What follows belongs to an exercise in optimizing a design on an open flow for small area; a production flow would make more cautious choices.
The RTL was checked by simulation tests, not by an equivalence proof against the original design.
No driver is modelled on the clock port, so clock power and skew are understated where the tree is cut down; a real chip needs a root buffer or a tree.
Power figures rest on the tool's default switching activity, not on a simulated workload.

== the reference run ==
==> flow/design.v <==
module dbc_lfsr (
    input clk,
    input rst_n,
    input button,
    output event_o
);
    localparam [10:0] P = 11'b10000000110;
    localparam [10:0] POL = 11'b10101010111;
    localparam S1P = 1'b1, S2P = 1'b0;
    reg s1q, s2q;
    reg [10:0] q;
    wire s1 = s1q ^ S1P;
    wire s2 = s2q ^ S2P;
    wire [10:0] t = q ^ POL;
    wire z = ~|t[9:0];
    wire start = s1 & ~s2 & z;
    wire f = (t[10] ^ t[8]) & ~z;
    assign event_o = z & t[10];
    wire [10:0] tn = !rst_n ? 11'd0 : start ? P : {t[9:0], f};
    always @(posedge clk) begin
        s1q <= (rst_n & button) ^ S1P;
        s2q <= (rst_n & s1) ^ S2P;
        q <= tn ^ POL;
    end
endmodule
module slot_fsm (
    input clk,
    input rst_n,
    input ent,
    input ext,
    input [1:0] switch,
    output reg [3:0] st,
    output reg [2:0] cr,
    output reg [1:0] Lr,
    output nf
);
    assign nf = &st;
    wire [3:0] nst;
    assign nst[0] = (ent & ~st[0]) | (st[0] & ~(ext & (switch == 2'd0)));
    assign nst[1] = (ent & st[0] & ~st[1]) | (st[1] & ~(ext & (switch == 2'd1)));
    assign nst[2] = (ent & st[0] & st[1] & ~st[2]) | (st[2] & ~(ext & (switch == 2'd2)));
    assign nst[3] = (ent & st[0] & st[1] & st[2] & ~st[3]) | (st[3] & ~(ext & (switch == 2'd3)));
    wire [1:0] nL = ~st[0] ? 2'd0 : ~st[1] ? 2'd1 : ~st[2] ? 2'd2 : ~st[3] ? 2'd3 : 2'd0;
    always @(posedge clk) begin
        if (!rst_n) begin
            st <= 4'd0;
            cr <= 3'd4;
            Lr <= 2'd0;
        end else begin
            st <= nst;
            cr <= (ent & ~nf) ? cr - 3'd1 : ext ? cr + 3'd1 : cr;
            Lr <= nL;
        end
    end
endmodule
module door_blink (
    input clk,
    input rst_n,
    input dev,
    output door_open
);
    localparam [9:0] DW = 10'b1010110010;
    localparam [4:0] M19 = 5'b00101;
    reg d;
    localparam [9:0] DTP = 10'b1000000000;
    localparam [4:0] MP = 5'b00000;
    reg [4:0] mq;
    reg [9:0] dtq;
    wire [4:0] m = mq ^ MP;
    wire [9:0] dt = dtq ^ DTP;
    wire drun = d | (|m);
    wire dwrap = (dt == DW);
    wire hold = rst_n & dev;
    wire step = rst_n & ~dev & drun & ~dwrap;
    wire adv = ~dev & drun & dwrap;
    wire mstep = rst_n & adv & ~d;
    wire mhold = rst_n & ~dev & ~(adv & ~d);
    assign door_open = d;
    wire [9:0] sh = {dt[8:0], ~(dt[9] ^ dt[6])};
    wire [4:0] shm = {m[3:0], ~(m[4] ^ m[2])};
    always @(posedge clk) begin
        dtq <= (({10{hold}} & dt) | ({10{step}} & sh)) ^ DTP;
        d <= rst_n & (dev | (d ^ adv));
        mq <= (({5{mhold}} & m) | ({5{mstep}} & shm) | ({5{hold}} & M19)) ^ MP;
    end
endmodule
module full_blink (
    input clk,
    input rst_n,
    input ftrig,
    input nf,
    output full
);
    localparam [10:0] FW = 11'b00000010111;
    localparam [2:0] KP = 3'b000;
    localparam [10:0] FP = 11'b00000000000;
    reg [2:0] kq;
    reg [10:0] ftq;
    wire [2:0] k = kq ^ KP;
    wire [10:0] ft = ftq ^ FP;
    reg [2:0] kn;
    wire run = |k;
    wire fwrap = (ft == FW);
    assign full = run ? k[0] : ft[0];
    wire hold = rst_n & ftrig & run;
    wire step = rst_n & ~ftrig & run & ~fwrap;
    wire idle = rst_n & ~ftrig & ~run;
    wire [10:0] sh = {ft[9:0], ~(ft[10] ^ ft[8])};
    always @(posedge clk) begin
        ftq <= (({11{hold}} & ft) | ({11{step}} & sh) | {10'd0, idle & nf}) ^ FP;
        kq <= kn ^ KP;
    end
    always @* begin
        if (!rst_n) kn = 3'd0;
        else if (ftrig) kn = 3'd7;
        else if (run & fwrap) kn = k - 3'd1;
        else kn = k;
    end
endmodule
module scanner (
    input clk,
    input rst_n,
    input [2:0] cr,
    input [1:0] Lr,
    input fr,
    output [4:0] seg_sel,
    output [7:0] seg_data
);
    localparam [4:0] QP = 5'b00000;
    localparam [2:0] AP = 3'b000, BP = 3'b010;
    reg [4:0] qq;
    reg [2:0] Aq, Bq;
    wire [4:0] q = qq ^ QP;
    wire [2:0] A = Aq ^ AP;
    wire [2:0] B = Bq ^ BP;
    reg [4:0] qn;
    reg [2:0] An, Bn;
    wire tick = &q[2:0];
    wire [1:0] ds = q[4:3];
    reg [2:0] nA;
    always @* begin
        case (ds)
            2'd0: nA = cr;
            2'd1: nA = fr ? 3'd7 : {1'b0, Lr};
            2'd2: nA = fr ? 3'd6 : 3'd7;
            default: nA = 3'd7;
        endcase
    end
    always @* begin
        if (!rst_n) begin
            qn = 5'b00100;
            An = 3'd0;
            Bn = 3'd0;
        end else begin
            qn = q + 5'd1;
            An = tick ? nA : A;
            Bn = tick ? A : B;
        end
    end
    always @(posedge clk) begin
        qq <= qn ^ QP;
        Aq <= An ^ AP;
        Bq <= Bn ^ BP;
    end
    wire blank = (ds == 2'd0) & ~B[2];
    reg [7:0] seg;
    always @* begin
        case (B)
            3'd0: seg = 8'b00111111;
            3'd1: seg = 8'b00000110;
            3'd2: seg = 8'b01011011;
            3'd3: seg = 8'b01001111;
            3'd4: seg = 8'b01100110;
            3'd5: seg = 8'b01101101;
            3'd6: seg = 8'b01110001;
            default: seg = 8'b01000000;
        endcase
    end
    assign seg_data = blank ? 8'd0 : seg;
    assign seg_sel = {1'b0, ds == 2'd1, (ds == 2'd0) & B[2], ds == 2'd2, ds == 2'd3};
endmodule
module main(
    input clk,
    input reset,
    input entry_sensor,
    input exit_sensor,
    input [1:0] switch,
    input beep_in,
    output beep,
    output door_open,
    output full,
    output [2:0] c,
    output [1:0] L,
    output [3:0] state,
    output [4:0] seg_sel,
    output [7:0] seg_data
);
    assign beep = beep_in;
    wire ent, ext, nf;
    dbc_lfsr dbc1 (.clk(clk), .rst_n(reset), .button(~entry_sensor), .event_o(ent));
    dbc_lfsr dbc2 (.clk(clk), .rst_n(reset), .button(~exit_sensor), .event_o(ext));
    slot_fsm fsm (.clk(clk), .rst_n(reset), .ent(ent), .ext(ext), .switch(switch),
                  .st(state), .cr(c), .Lr(L), .nf(nf));
    door_blink door (.clk(clk), .rst_n(reset), .dev((ent & ~full) | ext), .door_open(door_open));
    full_blink fb (.clk(clk), .rst_n(reset), .ftrig(nf & ent), .nf(nf), .full(full));
    scanner scan (.clk(clk), .rst_n(reset), .cr(c), .Lr(L), .fr(full), .seg_sel(seg_sel), .seg_data(seg_data));
endmodule
==> flow/config.mk <==
export PLATFORM = sky130hd
export DESIGN_NAME = main
export DESIGN_NICKNAME = main
export VERILOG_FILES = /design/flow/design.v
export SDC_FILE = /design/flow/constraint.sdc
export NUM_CORES = 4
export LEC_CHECK = 0
export CAP_MARGIN = 0
export CORE_MARGIN = 2
export CORE_UTILIZATION = 80
export GPL_ROUTABILITY_DRIVEN = 0
export GPL_TIMING_DRIVEN = 0
export PLACE_DENSITY = 0.9
export SLEW_MARGIN = 0
==> flow/constraint.sdc <==
create_clock -name core_clock -period 10.0 [get_ports {clk}]
set_input_delay 2.0000 -clock core_clock [delete_from_list [all_inputs] [get_ports {clk}]]
set_output_delay 2.0000 -clock core_clock [all_outputs]
set_load 0.01 [all_outputs]
standard.sh (not shown) runs the stock make flow with config.mk's settings and CLKGATE_MAP_FILE= SYNTH_SCRIPT=/design/flow/synth_recipe.tcl, a recipe that flattens the netlist after the stock synthesis.
==> flow/flow/run.sh <==
#!/bin/bash
# Own layout flow: the standard ORFS flow (standard.sh) with these changes:
#  - synthesis is synth_recipe.tcl unchanged except that its abc call uses an
#    area-oriented ABC script (flow/area.abc) instead of ORFS's speed script,
#    and adders are left to ABC instead of ORFS's half/full adder cells;
#    registers, their names and cell types are untouched;
#  - every input and output port still gets a buffer, but a buf_1;
#  - clock tree: one clock buffer (flow/clkbuf) drives all register clock
#    pins, see flow/pre_cts.tcl.
# The make output goes to own_flow.log; ORFS's per-step logs are under orfs/logs.
set -euo pipefail
W=$(pwd)
F=$W/flow
cat > "$W/own_synth.tcl" <<TCL
proc abc {args} {
  set i [lsearch -exact \$args -script]
  if {\$i >= 0} { lset args [expr {\$i + 1}] {$F/area.abc} }
  yosys abc {*}\$args
}
source {$W/synth_recipe.tcl}
TCL
export OWN_FLOW_DIR=$F
bash "$W/standard.sh" \
  "SYNTH_SCRIPT=$W/own_synth.tcl" "ADDER_MAP_FILE=" \
  "BUFFER_PORTS_ARGS=-buffer_cell sky130_fd_sc_hd__buf_1" \
  "PRE_CTS_TCL=$F/pre_cts.tcl" \
  finish > "$W/own_flow.log" 2>&1
Other scripts of this flow, unchanged in this note and not shown: flow/flow/area.abc, flow/flow/clkbuf, flow/flow/pre_cts.tcl
Having completed the whole flow, the reference run delivered a layout that passed the timing, design-rule and antenna checks.
--- input diff the reference run..the trial run ---
Settings: a change of CORE_UTILIZATION from 80 to 90; a change of PLACE_DENSITY from 0.9 to 0.95.
## What came out
Apart from the trial run, each of the reference run and the trial run ends the flow with a layout that passes the timing, design-rule and antenna checks.
FAIL the trial run @ 3_1_place_gp_skip_io: tool exited with error
The trial run against the reference run: synthesized area shows no meaningful change; share of flip-flops with an asynchronous set or reset after synthesis shows no meaningful change; horizontal extent of the die shows a reduction of about 5.4%; parity-gate share of the synthesized area counting xor and xnor cells shows no meaningful change; effective utilization at floorplan shows an increase of 14 points.
Comparing the trial run against the reference run, there is no change at all in number of distinct library cells after synthesis.
Taking the reference run as the reference point, the floorplan row count of the trial run falls by 2.
Register bit total from synthesis: the trial run vs the reference run identical
NOTE die span in y the reference run->the trial run decreased by a few percent
The clock cells of the reference run come from the design's own scripts or RTL, not from TritonCTS.

---

Setup of harbor:
RTL: the design.v shown in full above, as it stands there.
==> flow/config.mk <==
export PLATFORM = sky130hd
export DESIGN_NAME = main
export DESIGN_NICKNAME = main
export VERILOG_FILES = /design/flow/design.v
export SDC_FILE = /design/flow/constraint.sdc
export NUM_CORES = 4
export LEC_CHECK = 0
export CAP_MARGIN = 20
export CORE_MARGIN = 2
export CORE_UTILIZATION = 70
export GPL_ROUTABILITY_DRIVEN = 0
export GPL_TIMING_DRIVEN = 0
export PLACE_DENSITY = 0.8
export SLEW_MARGIN = 20
==> flow/constraint.sdc <==
create_clock -name core_clock -period 10.0 [get_ports {clk}]
set_input_delay 2.0000 -clock core_clock [delete_from_list [all_inputs] [get_ports {clk}]]
set_output_delay 2.0000 -clock core_clock [all_outputs]
set_load 0.01 [all_outputs]
Scripts as last shown in full above: flow/flow/run.sh
Other scripts of this flow, unchanged in this note and not shown: flow/flow/area.abc, flow/flow/clkbuf, flow/flow/pre_cts.tcl
[inputs] indigo vs harbor
- GPL_TIMING_DRIVEN no longer set, was 0
- GPL_ROUTABILITY_DRIVEN no longer set, was 0
==> results.txt <==
- In the flow results for indigo and harbor, the fraction of standard cell area in multi-input logic is smaller on harbor.
- Lower detailed router's first-iteration violation count among indigo and harbor: harbor
- Cmp indigo vs harbor: critical path depth in cells lower in indigo
- Changes observed in indigo relative to harbor: power was more or less identical, setup slack of the critical path after layout up 0.22 ns.
No run of this note takes its clock network from TritonCTS; it comes from the design's own scripts or RTL.

==> afterwards: timing with drivers on the ports <==
No port has a modelled driver above. Below, the same layouts with a new extraction and two added sets of constraints. Step 1 (the two cells are an assumption about what drives the block):
set clk [get_ports {clk}]
set_driving_cell -lib_cell sky130_fd_sc_hd__clkbuf_16 $clk
set_driving_cell -lib_cell sky130_fd_sc_hd__buf_2 [delete_from_list [all_inputs] $clk]
Step 2 moves the port delays by t, midway between the first and last clock arrival at a register: inputs arrive t later, outputs are due t later. That takes back most of the time a late clock gives input paths. a / b / c = ideal ports / drivers / drivers and shift; a / b = the first two.
run | t, ns | setup WS [ns] | latest minus earliest clock arrival (ns) | worst register clock-pin slew, ns | pins driven straight from the clock port
the reference run | 0.488 | 5.078 / 5.069 / 4.581 | 0.012 / 0.012 | 0.10 / 0.10 | 1
harbor | 0.494 | 5.784 / 5.763 / 5.597 | 0.017 / 0.017 | 0.10 / 0.10 | 1
indigo | 0.494 | 6.000 / 5.956 / 5.854 | 0.014 / 0.014 | 0.10 / 0.10 | 1
After both steps setup and hold are still met in every run listed. For the reference run, which loses most, drivers alone change the setup slack by -0.009 ns; drivers and shift together by -0.497 ns.
